Background: an optimization exercise with open tools, aiming at small area, a short achievable clock period and few clock cycles per item. Do not read the settings as production practice. Function was checked by simulation only, so behaviour that the tests miss may differ from the original. No activity file was given, so power comes from the tool's default toggle rates.

Setup of cedar:
==> flow/design.v <==
module DCSformer(
	clk,
	rst_n,
	i_valid,
	w_valid,
	i_data,
	w_data,
	w_ready,
	o_valid,
	o_data
);
input               clk, rst_n, i_valid, w_valid;
input         [7:0] i_data, w_data;
output logic        w_ready, o_valid;
output logic [31:0] o_data;
localparam [2:0] S_IDLE = 3'd0, S_P1 = 3'd1, S_PRE = 3'd3,
                 S_WAIT = 3'd4, S_P2 = 3'd5;
function automatic [35:0] csa;
	input [17:0] x, y, z;
	begin
		csa = {((x & y) | (x & z) | (y & z)) << 1, x ^ y ^ z};
	end
endfunction
function automatic [61:0] csa31;
	input [30:0] x, y, z;
	begin
		csa31 = {((x & y) | (x & z) | (y & z)) << 1, x ^ y ^ z};
	end
endfunction
logic       iv_r;
logic [7:0] id_r;
always_ff @(posedge clk or negedge rst_n) begin
	if (!rst_n) iv_r <= 1'b0;
	else iv_r <= i_valid;
end
always_ff @(posedge clk) id_r <= i_data;
logic [6:0] cnt;
always_ff @(posedge clk or negedge rst_n) begin
	if (!rst_n) cnt <= 7'd0;
	else if (iv_r) cnt <= cnt + 7'd1;
end
logic [111:0][7:0] xd;
always_ff @(posedge clk) xd <= {xd[110:0], id_r};
logic [2:0] st, st_n;
logic [2:0] s, s_n;      
logic       h, h_n;      
logic [3:0] wcnt;        
logic       wr;          
logic       s2_end;
logic [2:0] row_2, wr_row;
logic w_all;
assign w_all = (wcnt == 4'd8) || (wcnt == 4'd7 && w_valid);
always_comb begin
	st_n = st;
	s_n  = s;
	h_n  = h;
	case (st)
		S_IDLE: begin
			s_n = 3'd0;
			h_n = 1'b0;
			if (s2_end && row_2 == 3'd7) st_n = S_P1;
		end
		S_P1: begin
			s_n = s + 3'd1;
			if (s == 3'd7) st_n = S_PRE;
		end
		S_PRE: begin
			s_n = 3'd0;
			h_n = 1'b0;
			st_n = w_all ? S_P2 : S_WAIT;
		end
		S_WAIT: begin
			if (w_all) st_n = S_P2;
		end
		S_P2: begin
			h_n = ~h;
			if (h) begin
				s_n = s + 3'd1;
				if (s == 3'd7) st_n = S_IDLE;
			end
		end
		default: st_n = S_IDLE;
	endcase
end
logic q_rrot, q_tadv, q_wrot;
logic s3_o, s3_hi, s4_t, s4_o;
always_ff @(posedge clk or negedge rst_n) begin
	if (!rst_n) begin
		st <= S_IDLE;
		s  <= 3'd0;
		h  <= 1'b0;
		q_rrot <= 1'b0; q_tadv <= 1'b0; q_wrot <= 1'b0;
		p1t <= 1'b0;
		s3_o <= 1'b0; s3_hi <= 1'b0; s4_t <= 1'b0; s4_o <= 1'b0;
		s2_end <= 1'b0;
		wr     <= 1'b0;
		w_ready <= 1'b0;
		o_valid <= 1'b0;
	end else begin
		st <= st_n;
		s  <= s_n;
		h  <= h_n;
		q_rrot  <= (st_n == S_P1 && s_n != 3'd0) || (st_n == S_PRE) || (st_n == S_P2 && h_n);
		q_tadv  <= (st_n == S_PRE) || (st_n == S_P2 && h_n);
		q_wrot  <= (st_n == S_P2 && h_n);
		p1t     <= (st_n == S_P1 && s_n != 3'd0);
		s3_hi   <= (st == S_P2 && h);
		s3_o    <= s3_hi;
		s4_t    <= (st == S_P1);
		s4_o    <= s3_o;
		s2_end  <= iv_r & (cnt[3:0] == 4'd15);
		wr      <= s2_end;
		w_ready <= iv_r && (cnt == 7'd125);
		o_valid <= s4_o;
	end
end
always_ff @(posedge clk) begin
	row_2  <= cnt[6:4];
	wr_row <= row_2;
end
logic [7:0][7:0] wsr;
always_ff @(posedge clk or negedge rst_n) begin
	if (!rst_n) wcnt <= 4'd0;
	else if (st == S_P2) wcnt <= 4'd0;
	else if (w_valid) wcnt <= wcnt + 4'd1;
end
always_ff @(posedge clk) begin
	if (w_valid || q_wrot) wsr <= {(q_wrot ? wsr[0] : w_data), wsr[7:1]};
end
logic [7:0][19:0] acc20;    
logic [7:0][19:0] C0, C1, C2, C3;
logic [3:0][19:0] C4;
logic wrA0, wrA1, wrA2, wrA3, wrA4, wrB1, wrB2, wrB3;
assign wrA0 = wr;
assign wrA1 = wr && wr_row >= 3'd1;
assign wrA2 = wr && wr_row >= 3'd2;
assign wrA3 = wr && wr_row >= 3'd3;
assign wrA4 = wr && wr_row >= 3'd4;
assign wrB3 = wr && wr_row >= 3'd5;
assign wrB2 = wr && wr_row >= 3'd6;
assign wrB1 = wr && wr_row == 3'd7;
always_ff @(posedge clk) begin
	if (q_rrot || wrA0) C0 <= {(q_rrot ? C0[0] : acc20[0]), C0[7:1]};
	if (q_rrot || wrA1) C1[6:0] <= {(q_rrot ? C1[7] : acc20[1]), C1[6:1]};
	if (q_rrot || wrB1) C1[7]   <= q_rrot ? C1[0] : acc20[7];
	if (q_rrot || wrA2) C2[5:0] <= {(q_rrot ? C2[6] : acc20[2]), C2[5:1]};
	if (q_rrot || wrB2) C2[7:6] <= {(q_rrot ? C2[0] : acc20[6]), C2[7]};
	if (q_rrot || wrA3) C3[4:0] <= {(q_rrot ? C3[5] : acc20[3]), C3[4:1]};
	if (q_rrot || wrB3) C3[7:5] <= {(q_rrot ? C3[0] : acc20[5]), C3[7:6]};
	if (q_rrot || wrA4) C4 <= {(q_rrot ? C4[0] : acc20[4]), C4[3:1]};
end
logic [7:0][19:0] tap, tapn;
assign tap[0] = C0[0]; assign tapn[0] = C0[1];
assign tap[1] = C1[7]; assign tapn[1] = C1[0];
assign tap[2] = C2[6]; assign tapn[2] = C2[7];
assign tap[3] = C3[5]; assign tapn[3] = C3[6];
assign tap[4] = C4[0]; assign tapn[4] = C4[1];
assign tap[5] = C3[0]; assign tapn[5] = C3[1];
assign tap[6] = C2[0]; assign tapn[6] = C2[1];
assign tap[7] = C1[0]; assign tapn[7] = C1[1];
logic [7:0][27:0] acc;
logic [7:0]       mask;
logic [7:0][19:0] tq;       
logic [6:0] nidx;           
assign nidx = iv_r ? cnt + 7'd1 : cnt;
logic [7:0] mask_n;         
logic [7:0] sin, slo, shi, sw, clr, ash;
logic       p1t;            
logic       p2h0_n, p2h1_n;
assign p2h0_n = (st_n == S_P2) && !h_n;
assign p2h1_n = (st_n == S_P2) && h_n;
genvar m;
generate
	for (m = 0; m < 8; m = m + 1) begin : lane
		logic [9:0]  a;
		logic [7:0]  b;
		logic [7:0]  xtap;
		logic [35:0] l1a, l1b, l2a, l2b, l3, l4;
		logic [17:0] ps, pc;
		logic [27:0] A;
		if (m == 0) begin : g0
			assign xtap = id_r;
		end else begin : gm
			assign xtap = xd[16*m-1];
		end
		always_ff @(posedge clk or negedge rst_n) begin
			if (!rst_n) begin
				sin[m] <= 1'b0; slo[m] <= 1'b0; shi[m] <= 1'b0; sw[m] <= 1'b0;
				clr[m] <= 1'b0; ash[m] <= 1'b0;
			end else begin
				sin[m] <= i_valid && (nidx[6:4] >= m);
				shi[m] <= p2h0_n && mask_n[m];
				slo[m] <= p2h1_n && mask_n[m];
				sw[m]  <= (st_n == S_P2) && mask_n[m];
				clr[m] <= (sin[m] && cnt[3:0] == 4'd0) || (s2_end && row_2 == 3'd7) ||
				          (st == S_P2 && !h);
				ash[m] <= slo[m];
			end
		end
		assign mask_n[m] = q_tadv ? (tapn[m] >= tq[2]) : mask[m];
		assign a = ({10{shi[m]}} & tap[m][19:10]) | ({10{slo[m]}} & tap[m][9:0]) |
		           ({10{sin[m]}} & {2'b00, id_r});
		assign b = ({8{sw[m]}} & wsr[(8-m)%8]) | ({8{sin[m]}} & xtap);
		wire [17:0] pp0 = {8'd0, (a & {10{b[0]}})};
		wire [17:0] pp1 = {7'd0, (a & {10{b[1]}}), 1'd0};
		wire [17:0] pp2 = {6'd0, (a & {10{b[2]}}), 2'd0};
		wire [17:0] pp3 = {5'd0, (a & {10{b[3]}}), 3'd0};
		wire [17:0] pp4 = {4'd0, (a & {10{b[4]}}), 4'd0};
		wire [17:0] pp5 = {3'd0, (a & {10{b[5]}}), 5'd0};
		wire [17:0] pp6 = {2'd0, (a & {10{b[6]}}), 6'd0};
		wire [17:0] pp7 = {1'd0, (a & {10{b[7]}}), 7'd0};
		assign l1a = csa(pp0, pp1, pp2);
		assign l1b = csa(pp3, pp4, pp5);
		assign l2a = csa(l1a[17:0], l1a[35:18], l1b[17:0]);
		assign l2b = csa(l1b[35:18], pp6, pp7);
		assign l3  = csa(l2a[17:0], l2a[35:18], l2b[17:0]);
		assign l4  = csa(l3[17:0], l3[35:18], l2b[35:18]);
		always_ff @(posedge clk) begin
			ps <= l4[17:0];
			pc <= l4[35:18];
		end
		assign A  = clr[m] ? 28'd0 : (ash[m] ? {acc[m][17:0], 10'd0} : acc[m]);
		always_ff @(posedge clk) begin
			acc[m] <= A + {10'd0, ps} + {10'd0, pc};
			mask[m] <= mask_n[m];
		end
		assign acc20[m] = acc[m][19:0];
	end
endgenerate
logic [61:0] t1a, t1b, t2a, t2b, t3, t4;
logic [30:0] ts, tc, tsum;
logic [7:0][27:0] tin;
for (genvar k = 0; k < 8; k = k + 1) begin : g_tin
	assign tin[k] = acc[k] | ({8'd0, tap[k]} & {28{p1t}});
end
assign t1a = csa31({3'd0, tin[0]}, {3'd0, tin[1]}, {3'd0, tin[2]});
assign t1b = csa31({3'd0, tin[3]}, {3'd0, tin[4]}, {3'd0, tin[5]});
assign t2a = csa31(t1a[30:0], t1a[61:31], t1b[30:0]);
assign t2b = csa31(t1b[61:31], {3'd0, tin[6]}, {3'd0, tin[7]});
assign t3  = csa31(t2a[30:0], t2a[61:31], t2b[30:0]);
assign t4  = csa31(t3[30:0], t3[61:31], t2b[61:31]);
always_ff @(posedge clk) begin
	ts <= t4[30:0];
	tc <= t4[61:31];
end
assign tsum = ts + tc;
always_ff @(posedge clk) begin
	if (s4_t || q_tadv) tq <= {(s4_t ? tsum[22:3] : tq[0]), tq[7:1]};
	o_data <= {1'b0, tsum};
end
endmodule
==> flow/config.mk <==
export PLATFORM = sky130hd
export DESIGN_NAME = DCSformer
export DESIGN_NICKNAME = DCSformer
export VERILOG_FILES = /design/flow/design.v
export SDC_FILE = /design/flow/constraint.sdc
export NUM_CORES = 4
export LEC_CHECK = 0
export CAP_MARGIN = 20
export CORE_MARGIN = 2
export CORE_UTILIZATION = 50
export CTS_CLUSTER_DIAMETER = 100
export CTS_CLUSTER_SIZE = 22
export PLACE_DENSITY = 0.6
export SLEW_MARGIN = 20
==> flow/constraint.sdc <==
create_clock -name core_clock -period 12.0 [get_ports {clk}]
set_input_delay 2.4000 -clock core_clock [delete_from_list [all_inputs] [get_ports {clk}]]
set_output_delay 2.4000 -clock core_clock [all_outputs]
set_load 0.01 [all_outputs]
standard.sh (not shown) runs the stock make flow with config.mk's settings and CLKGATE_MAP_FILE= SYNTH_SCRIPT=/design/flow/synth_recipe.tcl, a recipe that flattens the netlist after the stock synthesis.
==> flow/flow/run.sh <==
#!/bin/bash
set -uo pipefail
cd "$(dirname "$0")/.."
sed 's/yosys synth -nofsm -noshare /yosys synth -nofsm -noshare -noabc /' synth_recipe.tcl > synth_noabc.tcl
grep -q -- '-nofsm -noshare -noabc' synth_noabc.tcl || { echo "could not derive synth_noabc.tcl" > flow_standard.log; exit 1; }
bash standard.sh SYNTH_SCRIPT="$PWD/synth_noabc.tcl" SETUP_SLACK_MARGIN=8.4 SKIP_GATE_CLONING=1 \
  "BUFFER_PORTS_ARGS=-buffer_cell sky130_fd_sc_hd__buf_4" finish > flow_standard.log 2>&1
cedar: all stages complete, timing, DRC and antenna checks passed
Testbench counts of cedar, summed over its fixed seeds: cycles 10,222, items 64.
Input-level comparison between ember and cedar:
==> flow/flow/run.sh <==
#!/bin/bash
set -uo pipefail
cd "$(dirname "$0")/.."
sed 's/yosys synth -nofsm -noshare /yosys synth -nofsm -noshare -noabc /' synth_recipe.tcl > synth_noabc.tcl
grep -q -- '-nofsm -noshare -noabc' synth_noabc.tcl || { echo "could not derive synth_noabc.tcl" > flow_standard.log; exit 1; }
bash standard.sh SYNTH_SCRIPT="$PWD/synth_noabc.tcl" SETUP_SLACK_MARGIN=8.1 SKIP_GATE_CLONING=1 \
  "BUFFER_PORTS_ARGS=-buffer_cell sky130_fd_sc_hd__buf_4" finish > flow_standard.log 2>&1
Results
ember was carried through to the last stage, and its layout satisfied the timing, design-rule and antenna checks.
Per the comparison of ember with cedar, internal power decreased by 1.6% relative to the old numbers, clock network fraction of total power neither gained nor lost much, layout overhead on the synthesized area dropped 3.4 points, final setup slack of the worst path saw an increase, time the worst path needs with I/O delays and setup went down.
Here is what was changed in the inputs of quartz compared with ember.
- CORE_UTILIZATION now 60, was 50
- PLACE_DENSITY now 0.7, was 0.6
==> flow/flow/run.sh <==
#!/bin/bash
set -uo pipefail
cd "$(dirname "$0")/.."
sed 's/yosys synth -nofsm -noshare /yosys synth -nofsm -noshare -noabc /' synth_recipe.tcl > synth_noabc.tcl
grep -q -- '-nofsm -noshare -noabc' synth_noabc.tcl || { echo "could not derive synth_noabc.tcl" > flow_standard.log; exit 1; }
bash standard.sh SYNTH_SCRIPT="$PWD/synth_noabc.tcl" SETUP_SLACK_MARGIN=8.4 SKIP_GATE_CLONING=1 \
  "BUFFER_PORTS_ARGS=-buffer_cell sky130_fd_sc_hd__buf_4" finish > flow_standard.log 2>&1
Findings:
- Between ember and quartz, the flow reports power density normalized to cell area decreasing slightly.
- [compare] base=ember new=quartz: synthesized area closely matched the old numbers, number of nets in the layout now sits higher, core box area now sits lower.

re-timing with driven ports:
In the flow no input, the clock included, has a driving cell. The finished layouts below were timed again as built, in two steps.
Step 1, drivers: a clkbuf_16 drives clk and a buf_2 each remaining input, both assumed.
Step 2 moves the port delays by t, midway between the first and last clock arrival at a register: inputs arrive t later, outputs are due t later. That takes back most of the time a late clock gives input paths.
a / b / c = ideal ports / drivers / drivers and shift; a / b = the first two.
run	shift t [ns]	slack for setup (ns)	hold WS [ns]	latest minus earliest clock arrival (ns)	pins driven straight from the clock port
cedar	0.923	8.037 / 8.037 / 7.820	0.302 / 0.302 / 0.302	0.046 / 0.046	1
ember	0.922	8.116 / 8.090 / 7.600	0.311 / 0.311 / 0.311	0.049 / 0.049	1
quartz	0.912	8.181 / 8.096 / 7.803	0.291 / 0.291 / 0.291	0.069 / 0.069	1
After both steps every run listed still meets setup and hold. For ember, which loses most, drivers alone change the setup slack by -0.026 ns; drivers and shift together by -0.516 ns.
